This is an optimization exercise on Yosys and OpenROAD, whose aim is small area, a short achievable clock period and few clock cycles per item, not a production implementation.
The RTL was checked by simulation tests, not by an equivalence proof against the original design.

==> inputs of run E <==
==> flow/design.v (excerpt) <==
module ifft_top (
    input  wire        clk,
    input  wire        rst,
    input  wire        ifft_enable,
    input  wire [15:0] in_0_real,
    input  wire [15:0] in_1_real,
    input  wire [15:0] in_2_real,
    input  wire [15:0] in_3_real,
    input  wire [15:0] in_4_real,
    input  wire [15:0] in_5_real,
    input  wire [15:0] in_6_real,
    input  wire [15:0] in_7_real,
    input  wire [15:0] in_8_real,
    input  wire [15:0] in_9_real,
    input  wire [15:0] in_10_real,
    input  wire [15:0] in_11_real,
    input  wire [15:0] in_0_imag,
    input  wire [15:0] in_1_imag,
    input  wire [15:0] in_2_imag,
    input  wire [15:0] in_3_imag,
    input  wire [15:0] in_4_imag,
    input  wire [15:0] in_5_imag,
    input  wire [15:0] in_6_imag,
    input  wire [15:0] in_7_imag,
    input  wire [15:0] in_8_imag,
    input  wire [15:0] in_9_imag,
    input  wire [15:0] in_10_imag,
    input  wire [15:0] in_11_imag,
    output wire [15:0] ifft_out_real,
    output wire [15:0] ifft_out_imag,
    output wire        finish
);
Settings: LEC_CHECK=0, ABC_CLOCK_PERIOD_IN_PS=3500, CAP_MARGIN=20, CORE_MARGIN=2, CORE_UTILIZATION=40, SLEW_MARGIN=20; clock period 13.6 ns.
run.sh (not shown) runs the stock make flow with config.mk's settings and CLKGATE_MAP_FILE= SYNTH_SCRIPT=/design/flow/synth_recipe.tcl, a recipe that flattens the netlist after the stock synthesis.
==> run B: changes against run E <==
--- a/flow/design.v
+++ b/flow/design.v
@@ -51,21 +51,31 @@
       fin <= busy & (t >= 5'd8) & (t <= 5'd23);
     end
   end
   assign finish = fin;
   reg [3:0] phA, phB1, phB2, phC;
   reg [1:0] kO;
-  always @(posedge clk) begin
-    phA  <= start ? 4'd0 : phA + 4'd1;
+  wire [3:0] phA_n = busy ? phA + 4'd1 : 4'd0;
+  reg  r0A, r1A, r2A, r3A;
+  reg  r0C, r1C, r2C, r3C, p3C;
+  always @(posedge clk) begin
+    phA  <= phA_n;
     phB1 <= phA;
     phB2 <= phB1;
     phC  <= phB2;
+    r0A  <= (phA_n[3:2] == 2'd0);
+    r1A  <= (phA_n[3:2] == 2'd1);
+    r2A  <= (phA_n[3:2] == 2'd2);
+    r3A  <= (phA_n[3:2] == 2'd3);
+    r0C  <= (phB2[3:2] == 2'd0);
+    r1C  <= (phB2[3:2] == 2'd1);
+    r2C  <= (phB2[3:2] == 2'd2);
+    r3C  <= (phB2[3:2] == 2'd3);
+    p3C  <= (phB2[1:0] == 2'd3);
     kO   <= t[1:0] + 2'd2;    
   end
-  wire [1:0] rA = phA[3:2];
-  wire [1:0] rC = phC[3:2], pC = phC[1:0];
   reg [15:0] ar[0:3], ai[0:3], br[0:3], bi[0:3], cr[0:3], ci[0:3];
   always @(posedge clk) begin
     if (!busy) begin
       ar[0] <= in_0_real;  ai[0] <= in_0_imag;
       ar[1] <= in_1_real;  ai[1] <= in_1_imag;
       ar[2] <= in_2_real;  ai[2] <= in_2_imag;
@@ -91,35 +101,29 @@
   always @(posedge clk) begin
     zr[0] <= zin_r; zi[0] <= zin_i;
     for (i = 1; i < 4; i = i + 1) begin
       zr[i] <= zr[i-1]; zi[i] <= zi[i-1];
     end
   end
-  wire        r0A = (rA == 2'd0), r1A = (rA == 2'd1);
   wire [15:0] wopr = cr[0] ^ {16{r1A}}, wopi = ci[0] ^ {16{r1A}};
   wire [15:0] vopr = r0A ? ~br[0] : 16'd0, vopi = r0A ? ~bi[0] : 16'd0;
   wire [1:0]  kA = {1'b0, r1A} + {1'b0, r0A};
   wire [15:0] pre_r = ar[0] + wopr + vopr + {14'd0, kA};
   wire [15:0] pre_i = ai[0] + wopi + vopi + {14'd0, kA};
-  reg  [15:0] PBr, PBi;
-  always @(posedge clk) begin
-    case (rA)
-      2'd0, 2'd1: begin PBr <= pre_r; PBi <= pre_i; end
-      2'd2:       begin PBr <= br[0]; PBi <= bi[0]; end
-      default:    begin PBr <= zr[0]; PBi <= zi[0]; end
-    endcase
-  end
+  wire [15:0] pbr = r2A ? br[0] : r3A ? zr[0] : pre_r;
+  wire [15:0] pbi = r2A ? bi[0] : r3A ? zi[0] : pre_i;
   localparam M_ID = 3'd0, M_J = 3'd1, M_T1 = 3'd2, M_T3 = 3'd3,
              M_W1 = 3'd4, M_W3 = 3'd5, M_W5 = 3'd6, M_W7 = 3'd7;
-  reg [2:0] modeA;
+  reg [2:0] modeN, modeA;
+  always @(posedge clk) modeA <= modeN;
   always @(*) begin
-    case (phA)
-      4'd0:  modeA = M_ID; 4'd1:  modeA = M_T1; 4'd2:  modeA = M_J;  4'd3:  modeA = M_T3;
-      4'd4:  modeA = M_ID; 4'd5:  modeA = M_W1; 4'd6:  modeA = M_T1; 4'd7:  modeA = M_W3;
-      4'd8:  modeA = M_J;  4'd9:  modeA = M_W5; 4'd10: modeA = M_T3; 4'd11: modeA = M_W7;
-      4'd12: modeA = M_ID; 4'd13: modeA = M_T1; 4'd14: modeA = M_J;  default: modeA = M_T3;
+    case (phA_n)
+      4'd0:  modeN = M_ID; 4'd1:  modeN = M_T1; 4'd2:  modeN = M_J;  4'd3:  modeN = M_T3;
+      4'd4:  modeN = M_ID; 4'd5:  modeN = M_W1; 4'd6:  modeN = M_T1; 4'd7:  modeN = M_W3;
+      4'd8:  modeN = M_J;  4'd9:  modeN = M_W5; 4'd10: modeN = M_T3; 4'd11: modeN = M_W7;
+      4'd12: modeN = M_ID; 4'd13: modeN = M_T1; 4'd14: modeN = M_J;  default: modeN = M_T3;
     endcase
   end
   reg [4:0]  cre, cim;
   reg        hs;
   always @(*) begin
     case (modeA)
@@ -133,69 +137,64 @@
   end
   function [10:0] kconst(input [4:0] c, input h);
     kconst = 11'd4 + {10'd0, h} + {10'd0, c[0]}
            + (c[3] ? (h ? 11'd724 : 11'd946) : 11'd0)
            + (c[1] ? (h ? 11'd724 : 11'd391) : 11'd0);
   endfunction
-  reg [4:0]  creB, cimB;
-  reg        hsB, byB, jB;
-  reg [10:0] kreB, kimB;
-  reg        byB2, jB2;
-  always @(posedge clk) begin
-    creB <= cre; cimB <= cim; hsB <= hs;
+  wire byA = (modeA == M_ID) | (modeA == M_J);
+  wire jA  = (modeA == M_J);
+  reg [15:0] XRr, YRr, ZRr, XRi, YRi, ZRi;
+  reg        hsB, byB, byB2;
+  reg [10:0] kreB, kimB, kreB2, kimB2;
+  always @(posedge clk) begin
+    XRr <= byA ? (jA ? -pbi : pbr) : (cre[4] ? pbi : pbr) ^ {16{cre[3]}};
+    YRr <= (cre[2] ? pbi : pbr) ^ {16{cre[1]}};
+    ZRr <= cre[0] ? ~pbr : 16'd0;
+    XRi <= byA ? (jA ? pbr : pbi) : (cim[4] ? pbi : pbr) ^ {16{cim[3]}};
+    YRi <= (cim[2] ? pbi : pbr) ^ {16{cim[1]}};
+    ZRi <= cim[0] ? ~pbi : 16'd0;
+    hsB  <= hs;
+    byB  <= byA;
+    byB2 <= byB;
     kreB <= kconst(cre, hs); kimB <= kconst(cim, hs);
-    byB  <= (modeA == M_ID) | (modeA == M_J);
-    jB   <= (modeA == M_J);
-    byB2 <= byB; jB2 <= jB;
+    kreB2 <= kreB; kimB2 <= kimB;
   end
   wire [25:0] s_re, c_re, s_im, c_im;
-  ifft_tw_comp u_re (.dr(PBr), .di(PBi), .src_im(1'b0), .ctl(creB), .hsel(hsB), .kc(kreB),
-                     .s(s_re), .c(c_re));
-  ifft_tw_comp u_im (.dr(PBr), .di(PBi), .src_im(1'b1), .ctl(cimB), .hsel(hsB), .kc(kimB),
-                     .s(s_im), .c(c_im));
-  wire [10:0] lo_re = {1'b0, s_re[9:0]} + {1'b0, c_re[9:0]};
-  wire [10:0] lo_im = {1'b0, s_im[9:0]} + {1'b0, c_im[9:0]};
-  reg  [15:0] SRr, CRr, SRi, CRi, BPr, BPi;
-  reg         LCr, LCi;
-  always @(posedge clk) begin
-    SRr <= s_re[25:10]; CRr <= c_re[25:10]; LCr <= lo_re[10];
-    SRi <= s_im[25:10]; CRi <= c_im[25:10]; LCi <= lo_im[10];
-    BPr <= jB ? -PBi : PBr;
-    BPi <= jB ? PBr : PBi;
-  end
-  wire [15:0] prod_r = SRr + CRr + {15'd0, LCr};
-  wire [15:0] prod_i = SRi + CRi + {15'd0, LCi};
+  ifft_tw_comp u_re (.x(XRr), .y(YRr), .z(ZRr), .hsel(hsB), .s(s_re), .c(c_re));
+  ifft_tw_comp u_im (.x(XRi), .y(YRi), .z(ZRi), .hsel(hsB), .s(s_im), .c(c_im));
+  reg  [25:0] SRr, CRr, SRi, CRi;
+  reg  [15:0] BPr, BPi;
+  always @(posedge clk) begin
+    SRr <= s_re; CRr <= c_re;
+    SRi <= s_im; CRi <= c_im;
+    BPr <= XRr;  BPi <= XRi;
+  end
+  wire [25:0] prod_r = SRr + CRr + {15'd0, kreB2};
+  wire [25:0] prod_i = SRi + CRi + {15'd0, kimB2};
   reg  [15:0] MRr, MRi;
   always @(posedge clk) begin
-    MRr <= byB2 ? BPr : prod_r;
-    MRi <= byB2 ? BPi : prod_i;
-  end
-  wire        r0C = (rC == 2'd0);
+    MRr <= byB2 ? BPr : prod_r[25:10];
+    MRi <= byB2 ? BPi : prod_i[25:10];
+  end
   wire [15:0] z3r = zr[3], z3i = zi[3];
   wire [15:0] a1r = r0C ? ar[1] : z3r,  a1i = r0C ? ai[1] : z3i;
   wire [15:0] a2r = r0C ? cr[1] : MRr,  a2i = r0C ? ci[1] : MRi;
   wire [15:0] a3r = r0C ? br[1] : 16'd0, a3i = r0C ? bi[1] : 16'd0;
   wire [15:0] sum_r = a1r + a2r + a3r, sum_i = a1i + a2i + a3i;
   wire [15:0] dif_r = z3r - MRr, dif_i = z3i - MRi;
-  reg  [15:0] gv_r, gv_i;
-  always @(*) begin
-    case (rC)
-      2'd1:       begin gv_r = z3r;   gv_i = z3i;   end
-      2'd3:       begin gv_r = MRr;   gv_i = MRi;   end
-      default:    begin gv_r = sum_r; gv_i = sum_i; end
-    endcase
-  end
-  assign zin_r = (rC == 2'd2) ? dif_r : MRr;
-  assign zin_i = (rC == 2'd2) ? dif_i : MRi;
+  wire [15:0] gv_r = r1C ? z3r : r3C ? MRr : sum_r;
+  wire [15:0] gv_i = r1C ? z3i : r3C ? MRi : sum_i;
+  assign zin_r = r2C ? dif_r : MRr;
+  assign zin_i = r2C ? dif_i : MRi;
   reg [15:0] sr[0:2], si[0:2];
   reg [15:0] g0r, g0i, g1r, g1i, g2r, g2i, g3r, g3i;
   always @(posedge clk) begin
     sr[0] <= gv_r;  si[0] <= gv_i;
     sr[1] <= sr[0]; si[1] <= si[0];
     sr[2] <= sr[1]; si[2] <= si[1];
-    if (pC == 2'd3) begin
+    if (p3C) begin
       g0r <= sr[2]; g0i <= si[2];
       g1r <= sr[1]; g1i <= si[1];
       g2r <= sr[0]; g2i <= si[0];
       g3r <= gv_r;  g3i <= gv_i;
     end
   end
@@ -223,50 +222,42 @@
     OR <= o_r; OI <= o_i;
   end
   assign ifft_out_real = OR;
   assign ifft_out_imag = OI;
 endmodule
 module ifft_tw_comp (
-    input  wire [15:0] dr,
-    input  wire [15:0] di,
-    input  wire        src_im,
-    input  wire [4:0]  ctl,      
+    input  wire [15:0] x,
+    input  wire [15:0] y,
+    input  wire [15:0] z,
     input  wire        hsel,
-    input  wire [10:0] kc,
     output wire [25:0] s,
     output wire [25:0] c
 );
-  wire xs = ctl[4], xn = ctl[3], ys = ctl[2], yn = ctl[1], zc = ctl[0];
-  wire [25:0] er = {{10{dr[15]}}, dr};
-  wire [25:0] ei = {{10{di[15]}}, di};
-  wire [25:0] X  = (xs ? ei : er) ^ {26{xn}};
-  wire [25:0] Y  = (ys ? ei : er) ^ {26{yn}};
-  wire [25:0] sv = src_im ? ei : er;
+  wire [25:0] X = {{10{x[15]}}, x};
+  wire [25:0] Y = {{10{y[15]}}, y};
   wire [25:0] o0  = X << 10;
   wire [25:0] o1  = ~(X << 6);
   wire [25:0] o2  = hsel ? ~(X << 8) : ~(X << 4);
   wire [25:0] o3  = hsel ? (X << 4) : (X << 1);
   wire [25:0] o4  = hsel ? (X << 2) : 26'd0;
   wire [25:0] o5  = Y << 9;
   wire [25:0] o6  = hsel ? (Y << 8) : ~(Y << 7);
   wire [25:0] o7  = hsel ? ~(Y << 5) : (Y << 3);
   wire [25:0] o8  = hsel ? ~(Y << 3) : ~Y;
   wire [25:0] o9  = hsel ? ~(Y << 2) : 26'd0;
-  wire [25:0] o10 = zc ? ~sv : 26'd0;
-  wire [25:0] o11 = {15'd0, kc};
-  wire [25:0] s1a, c1a, s1b, c1b, s1c, c1c, s1d, c1d;
+  wire [25:0] o10 = {{10{z[15]}}, z};
+  wire [25:0] s1a, c1a, s1b, c1b, s1c, c1c;
   ifft_csa l1a (o0, o1, o2,  s1a, c1a);
   ifft_csa l1b (o3, o4, o5,  s1b, c1b);
   ifft_csa l1c (o6, o7, o8,  s1c, c1c);
-  ifft_csa l1d (o9, o10, o11, s1d, c1d);
   wire [25:0] s2a, c2a, s2b, c2b;
   ifft_csa l2a (s1a, c1a, s1b, s2a, c2a);
   ifft_csa l2b (c1b, s1c, c1c, s2b, c2b);
   wire [25:0] s3a, c3a, s3b, c3b;
   ifft_csa l3a (s2a, c2a, s2b, s3a, c3a);
-  ifft_csa l3b (c2b, s1d, c1d, s3b, c3b);
+  ifft_csa l3b (c2b, o9, o10, s3b, c3b);
   wire [25:0] s4, c4;
   ifft_csa l4 (s3a, c3a, s3b, s4, c4);
   ifft_csa l5 (s4, c4, c3b, s, c);
 endmodule
 module ifft_csa (
     input  wire [25:0] a,
==> flow/config.mk (replaced) <==
export PLATFORM = sky130hd
export DESIGN_NAME = ifft_top
export DESIGN_NICKNAME = ifft_top
export VERILOG_FILES = /design/flow/design.v
export SDC_FILE = /design/flow/constraint.sdc
export NUM_CORES = 4
export LEC_CHECK = 0
export ABC_CLOCK_PERIOD_IN_PS = 2500
export CAP_MARGIN = 20
export CORE_MARGIN = 2
export CORE_UTILIZATION = 40
export SLEW_MARGIN = 20
==> impl_results.md <==
* Non-Filler Instances at 7592
* Status: no timing/DRC/antenna violations
* Critical Path RT at around 14000 ps
* Num Clock Sinks at 1107
* Clock Skews at between 40 and 50 ps
* Worst-path fanout max at 33
* Die H at around 380 um
* Critical path's slowest cell: a21oi_1
* Post-Place Cells at 7365
Source of the figures above: run B

==> impl_results.md <==
* Share of the synthesized area in the top cell type at 0.308
* GR Util All Layers at 0.212
* Hold_buf cts at 0
* Die H at 378 um
* Worst-path fanout max at 82
* Area leader, netlist: dfxtp_1
* Cells after Synth at just over 5000
* Non-Filler Instances at 7511
* Max_cap viols at 0
* Post-synthesis xor/xnor area fraction at 0.0626
* Clock Pin Slew Worst Setup and Hold Paths at about 60 ps
* Async set-reset flop share out of synthesis at 0.00704
* EDFF count, synth at around 130
* Post-Place Cells at 7306
* Signal buf overhead at 0.0670
* R2R Setup Slk at 7740 ps
* Num Clock Sinks at 995
* Start of the worst register-to-register path: hsB$_DFF_P_
* Status: no timing/DRC/antenna violations
* Final nets at 6685
Source of the figures above: run E

Testbench counts of run E, summed over its fixed seeds: cycles 12,800, items 512.
Testbench counts of run B, summed over its fixed seeds: cycles 12,800, items 512.

## static timing again, ports no longer ideal
The results above use ideal ports. As a check the final layouts listed here were re-extracted and re-timed, cells and wires unchanged.
Step 1 assumes that a clkbuf_16 drives the clock port and a buf_2 every other input.
Step 2 moves the port delays by t, midway between the first and last clock arrival at a register: inputs arrive t later, outputs are due t later. That takes back most of the time a late clock gives input paths.
Slacks: ideal ports / drivers / drivers and shift; pairs: ideal ports / drivers.
| run | t (ns) | setup slack, ns | worst hold slack (ns) |
|---|---|---|---|
| run E | 0.803 | 7.741 / 7.741 / 7.741 | 0.285 / 0.285 / 0.285 |
| run B | 0.817 | 7.769 / 7.769 / 7.769 | 0.292 / 0.292 / 0.292 |
After both steps every run listed still meets setup and hold.
